This is an optimization exercise on Yosys and OpenROAD, whose aim is small area, not a production implementation.
At most, simulation tests tie the RTL to the original design; equivalence was not proved.
No activity file was given, so power comes from the tool's default toggle rates.

Setup of build 68:
## rst_cipher
module rst_cipher(
   input clk
  ,input rst_n
  ,input ptxt_valid
  ,input [11:0][7:0] key
  ,input [7:0] ptxt_char
  ,output [15:0] ctxt_str
  ,output reg ctxt_ready
  ,output reg err_invalid_ptxt_char
  ,output reg err_invalid_key
  ,output reg key_not_installed
);
  function automatic valid_char(input [7:0] c);
    valid_char = !c[7] && (c[6] ? (c[4:0] != 5'd0 && c[4:0] <= 5'd26)
                                : (c[5] && c[4] && c[3:0] <= 4'd9));
  endfunction
  function automatic [5:0] enc(input [7:0] c);
    enc[5] = c[6] ? c[5] : (c[3] ? c[0] : c[2]);
    enc[4] = c[4];
    enc[3] = c[3] | !c[6];
    enc[2] = c[6] ? c[2] : !c[3];
    enc[1] = c[1] | (!c[6] & c[3]);
    enc[0] = c[0] | (!c[6] & c[3]);
  endfunction
  function automatic [5:0] rowcol(input [5:0] k);
    case (k)
      6'd16: rowcol = 6'b001010;
      6'd17: rowcol = 6'b001100;
      6'd18: rowcol = 6'b001001;
      6'd19: rowcol = 6'b001110;
      6'd20: rowcol = 6'b110000;
      6'd21: rowcol = 6'b110101;
      6'd22: rowcol = 6'b110010;
      6'd23: rowcol = 6'b110100;
      6'd24: rowcol = 6'b110001;
      6'd25: rowcol = 6'b110110;
      6'd33: rowcol = 6'b000000;
      6'd34: rowcol = 6'b000101;
      6'd35: rowcol = 6'b000010;
      6'd36: rowcol = 6'b000100;
      6'd37: rowcol = 6'b000001;
      6'd38: rowcol = 6'b000110;
      6'd39: rowcol = 6'b101000;
      6'd40: rowcol = 6'b101101;
      6'd41: rowcol = 6'b101010;
      6'd42: rowcol = 6'b101100;
      6'd43: rowcol = 6'b101001;
      6'd44: rowcol = 6'b101110;
      6'd45: rowcol = 6'b010000;
      6'd46: rowcol = 6'b010101;
      6'd47: rowcol = 6'b010010;
      6'd48: rowcol = 6'b010100;
      6'd49: rowcol = 6'b010001;
      6'd50: rowcol = 6'b010110;
      6'd51: rowcol = 6'b100000;
      6'd52: rowcol = 6'b100101;
      6'd53: rowcol = 6'b100010;
      6'd54: rowcol = 6'b100100;
      6'd55: rowcol = 6'b100001;
      6'd56: rowcol = 6'b100110;
      6'd57: rowcol = 6'b001000;
      6'd58: rowcol = 6'b001101;
      default: rowcol = 6'd0;
    endcase
  endfunction
  wire [11:0] kval;
  wire [11:0][5:0] kc;
  wire [65:0][1:0] differ;
  genvar gi, gj;
  generate
  ...
For scale: ~1100 cells after synthesis, ~86 flip-flops, roughly 130 I/O pins, about 0.0085 sq mm of cells after synthesis.
Settings: LEC_CHECK=0, CAP_MARGIN=20, CORE_MARGIN=2, CORE_UTILIZATION=35, GPL_TIMING_DRIVEN=0, SLEW_MARGIN=20, SYNTH_HIERARCHICAL=1, SYNTH_MINIMUM_KEEP_SIZE=0; clock period 6.0 ns.
standard.sh (not shown) runs the stock make flow with config.mk's settings and CLKGATE_MAP_FILE= SYNTH_SCRIPT=/design/flow/synth_recipe.tcl, a recipe that flattens the netlist after the stock synthesis.
==> flow/flow/run.sh <==
#!/bin/bash
# Layout flow: the standard ORFS flow with two changes:
#  - synthesis maps with an area-oriented ABC script (flow/abc.script)
#  - port buffers are sky130_fd_sc_hd__buf_1 cells
#  - clock tree: small clock buffers, no dummy loads
set -uo pipefail
W=$(pwd)
export MY_ABC_SCRIPT=$W/flow/abc.script
export CTS_ARGS="-sink_clustering_enable -sink_clustering_size 10 -sink_clustering_max_diameter 40 -dont_use_dummy_load -buf_list sky130_fd_sc_hd__clkbuf_4 -root_buf sky130_fd_sc_hd__clkbuf_8"
make -C "$FLOW_HOME" DESIGN_CONFIG="$FLOW_CONFIG" WORK_HOME="$W/orfs" \
  CLKGATE_MAP_FILE= SYNTH_SCRIPT="$W/flow/synth.tcl" \
  BUFFER_PORTS_ARGS="-buffer_cell sky130_fd_sc_hd__buf_1" \
  finish > "$W/make.log" 2>&1
status=$?
R=$W/orfs/results/$FLOW_PLATFORM/rst_cipher/base
if [[ -f $R/6_final.odb ]]; then
  : # left out here: write the final layout as DEF
fi
exit $status
==> flow/flow/abc.script <==
&get -n
&st
&dch -f
&nf -a -R 1000
&put
topo
==> flow/flow/synth.tcl <==
# The standard flow's synthesis (synth_recipe.tcl), except that technology mapping runs
# the ABC script in MY_ABC_SCRIPT (area-oriented, no buffering or sizing)
proc synth {args} { yosys synth -nofsm -noshare {*}$args }
proc abc {args} {
  set i [lsearch -exact $args -script]
  if {$i >= 0 && [info exists ::env(MY_ABC_SCRIPT)]} {
    lset args [expr {$i + 1}] $::env(MY_ABC_SCRIPT)
  }
  puts "abc with: $args"
  yosys abc {*}$args
}
source $::env(SCRIPTS_DIR)/synth.tcl
# left out here: clear keep_hierarchy, flatten, clean up, hide names made inside functions, write 1_2_yosys.v
Per the final summary, build 68 finished and its layout is clean on timing, DRC and antenna.
Input changes introduced in build 21 (baseline for comparison: build 68):
diff --git a/flow/flow/run.sh b/flow/flow/run.sh
--- a/flow/flow/run.sh
+++ b/flow/flow/run.sh
@@ -8,3 +8,3 @@
 export MY_ABC_SCRIPT=$W/flow/abc.script
-export CTS_ARGS="-sink_clustering_enable -sink_clustering_size 10 -sink_clustering_max_diameter 40 -dont_use_dummy_load -buf_list sky130_fd_sc_hd__clkbuf_4 -root_buf sky130_fd_sc_hd__clkbuf_8"
+export CTS_ARGS="-sink_clustering_enable -repair_clock_nets -dont_use_dummy_load -buf_list sky130_fd_sc_hd__clkbuf_4 -root_buf sky130_fd_sc_hd__clkbuf_8"
 make -C "$FLOW_HOME" DESIGN_CONFIG="$FLOW_CONFIG" WORK_HOME="$W/orfs" \
==> flow/flow/abc.script <==
&get -n
&st
&deepsyn -T 20
&dch -f
&nf -a -R 1000
&put
topo
Number of ordinary and repair buffers in the finished layout in build 21 is 3.2% above build 68. Part of the cycle the worst path needs: build 21 < build 68. Vias: build 21 below build 68. Build 21 vs build 68, routed wire length went down by about 3.7%. Comparing build 68 with build 21, the number of nets with antenna violations after detailed routing came out essentially unchanged. Compared with build 68, build 21 improves first-iteration DRC count. On worst slack on hold paths, build 68 tracks build 21 almost exactly. [compare] base=build 68 new=build 21: basic-gate share of the synthesized area counting and, or, nand and nor cells went down; die area went down; final cell count moved down. There was hardly any difference in final area between build 68 and build 21.
Input changes introduced in build 33 (baseline for comparison: build 21):
==> flow/flow/abc.script <==
&get -n
&st
&dch -f
&nf -a -R 1000 -C 32
&put
topo
==> comparison <==
- Build 21 reports its timing endpoint of the critical path as installed while build 33 reports ctxt_str[0].
- Number of cells in the finished layout apart from fillers, build 21 and build 33: larger value in build 33
- [build 33] final critical-path share of the clock period rose 7.5 points relative to build 21
- The higher simple-gate share of the synthesized area of build 21 and build 33 is in build 33.
What build 70 does differently from build 33 at the input level:
==> flow/flow/abc.script <==
&get -n
&st
&dch -f
&nf -a -R 1000
&put
topo
### Flow results
- Run comparison: build 70 critical path's slowest cell sky130_fd_sc_hd__a2111oi_0; build 33 critical path's slowest cell sky130_fd_sc_hd__dfrtp_1
- On synthesized area, build 33 and build 70 are neck and neck.
- Build 70 vs. build 33: clock skew now sits higher, first-iteration DRC count now sits lower.
- Run comparison: build 33 critical path startpoint rot3[0]; build 70 critical path startpoint key[62]
- Capture point of the worst path: installed -> build 70, ctxt_str[0] -> build 33
### build 70 -> build 34
- CORE_UTILIZATION now 50, was 35
Results
Count of max-cap constraint violations: build 34 vs build 70 identical. Going from build 70 to build 34, minimum period implied by the final worst setup slack has decreased, multi-input gate count about even, sequential fraction of total cell area rose by 0.35 points, global-route met3 utilization has increased. In the flow results for build 70 and build 34, the chip height is smaller on build 34. Build 70 reports its launching element of the worst setup path as key[62] while build 34 reports key[78]. Going from build 70 to build 34, fill cell instance count of the final layout -35%; static leakage power ~0 delta.

---

Setup of P:
Another version of the RTL of rst_cipher (not shown whole).
Size: roughly 130 I/O pins, ~8300 µm² of cells after synthesis.
Design rst_cipher, start of the top module:
module rst_cipher(
   input clk
  ,input rst_n
  ,input ptxt_valid
  ,input [11:0][7:0] key
  ,input [7:0] ptxt_char
  ,output [15:0] ctxt_str
  ,output reg ctxt_ready
  ,output reg err_invalid_ptxt_char
  ,output reg err_invalid_key
  ,output reg key_not_installed
);
Settings: LEC_CHECK=0, CAP_MARGIN=0, CORE_MARGIN=2, CORE_UTILIZATION=35, GPL_TIMING_DRIVEN=0, SLEW_MARGIN=0, SYNTH_HIERARCHICAL=1, SYNTH_MINIMUM_KEEP_SIZE=0; clock period 6.0 ns.
==> flow/flow/run.sh <==
#!/bin/bash
# Layout flow: the standard ORFS flow with two changes:
#  - synthesis maps with an area-oriented ABC script (flow/abc.script)
#  - port buffers are sky130_fd_sc_hd__buf_1 cells
#  - clock tree: small clock buffers, no dummy loads
set -uo pipefail
W=$(pwd)
export MY_ABC_SCRIPT=$W/flow/abc.script
export CTS_ARGS="-sink_clustering_enable -repair_clock_nets -dont_use_dummy_load -buf_list sky130_fd_sc_hd__clkbuf_4 -root_buf sky130_fd_sc_hd__clkbuf_8"
make -C "$FLOW_HOME" DESIGN_CONFIG="$FLOW_CONFIG" WORK_HOME="$W/orfs" \
  CLKGATE_MAP_FILE= SYNTH_SCRIPT="$W/flow/synth.tcl" \
  BUFFER_PORTS_ARGS="-buffer_cell sky130_fd_sc_hd__buf_1" \
  finish > "$W/make.log" 2>&1
status=$?
R=$W/orfs/results/$FLOW_PLATFORM/rst_cipher/base
if [[ -f $R/6_final.odb ]]; then
  : # left out here: write the final layout as DEF
fi
exit $status
==> flow/flow/abc.script <==
&get -n
&st
&dch -f
&nf -a -R 1000
&put
topo
Scripts as last shown in full above: flow/flow/synth.tcl
Every stage of P finished as expected; the final checks, on the other hand, flagged max-capacitance violations, max-slew violations, which means the layout fails.
The following lists how Q was set up differently from P:
Settings: CAP_MARGIN changed from 0 to 20; SLEW_MARGIN changed from 0 to 20.
### Flow results
- | clock group total power | Q vs P | about 2% lower |
- Relative to P, the combinational group share of total power of Q is higher by 0.2 points.
- Overall power of the completed layout delta (P -> Q): insignificant
- P -> Q: per-cell routed wire length flat
- P ended up with mux2i_1 as its cell with the largest stage delay on the worst path; Q ended up with nand2b_1.
- On Q: number of maximum-capacitance constraint violations is 5 lower than what P gave.
- Total placed instance area: P vs Q — no meaningful difference
- Having completed the whole flow, Q delivered a layout that passed the timing, design-rule and antenna checks.
- When Q is measured against P, its non-clock buffer count turns out 4 lower.
The following lists how R was set up differently from Q:
-- flow/flow/abc.script --
<<< Q, line 1
&get -n
&st
>>> R, line 1
strash
dc2
dc2
dch -f
map -a
&get -n
&st
[summary]
Going from Q to R, total power of the final layout did not really move; filler-free cell count of the finished design did not really move; endpoint required time on the critical path went down.
NOTE wire length Q->R increased slightly
Against Q, R comes in 0.84 points lower on period utilization.
Every stage of the flow completed for R, and the final layout passed the timing, design-rule and antenna checks.
[inputs] S vs R
Settings: SLEW_MARGIN: 20 -> 10.
==> flow/flow/abc.script <==
&get -n
&st
&dch -f
&nf -a -R 1000
&put
topo
## What came out
- Internal portion of total power, R and S: larger value in S
- S and R ended up with roughly the same clock network latency to the later pin of the worst-skew pair.
- Looking at via density per instance, S sits above R.
- [S vs R] wire length reported by the detailed router: lower in S
- Delta(count of mapped cells out of synthesis, S - R) < 0
- Compared to R, S has slack of the critical path 3.6 ps higher.
- Taking R as the reference, in S global-route wire length before repair shows a reduction of 2.7%; global-route usage rose 0.35 points.
- In the tables for R and S, total placed cells including tap cells reads lower with R.
- Looking at largest net degree at the start of global routing, S sits 32 below R.
- Maximum frequency: R vs S, no meaningful difference
No functional check of the RTL was part of any run of this note.

[what the ideal ports hide]
The results above use ideal ports. As a check the final layouts listed here were re-extracted and re-timed, cells and wires unchanged. Step 1 sets driving cells, clkbuf_16 on the clock port and buf_2 on the other inputs (assumed; they add their load-dependent delay and slew). Step 2 also shifts input and output timing later by t, the mid clock arrival at the registers, as if the neighbouring blocks saw the same clock. a / b / c = ideal ports / drivers / drivers and shift; a / b = the first two.
| run | t, ns | setup WS [ns] | clock arrival spread, ns |
|---|---|---|---|
| build 68 | 0.391 | 0.898 / 0.917 / 0.525 | 0.038 / 0.039 |
| build 21 | 0.380 | 1.613 / 1.601 / 1.250 | 0.041 / 0.040 |
| build 33 | 0.389 | 1.160 / 1.122 / 0.929 | 0.030 / 0.030 |
| build 70 | 0.391 | 0.898 / 0.917 / 0.525 | 0.038 / 0.039 |
| build 34 | 0.378 | 1.151 / 1.160 / 0.782 | 0.036 / 0.036 |
| P | 0.384 | 0.899 / 0.910 / 0.526 | 0.045 / 0.045 |
| Q | 0.367 | 1.321 / 1.334 / 0.966 | 0.041 / 0.041 |
| R | 0.383 | 1.372 / 1.385 / 1.002 | 0.046 / 0.046 |
| S | 0.366 | 1.375 / 1.379 / 1.013 | 0.053 / 0.053 |
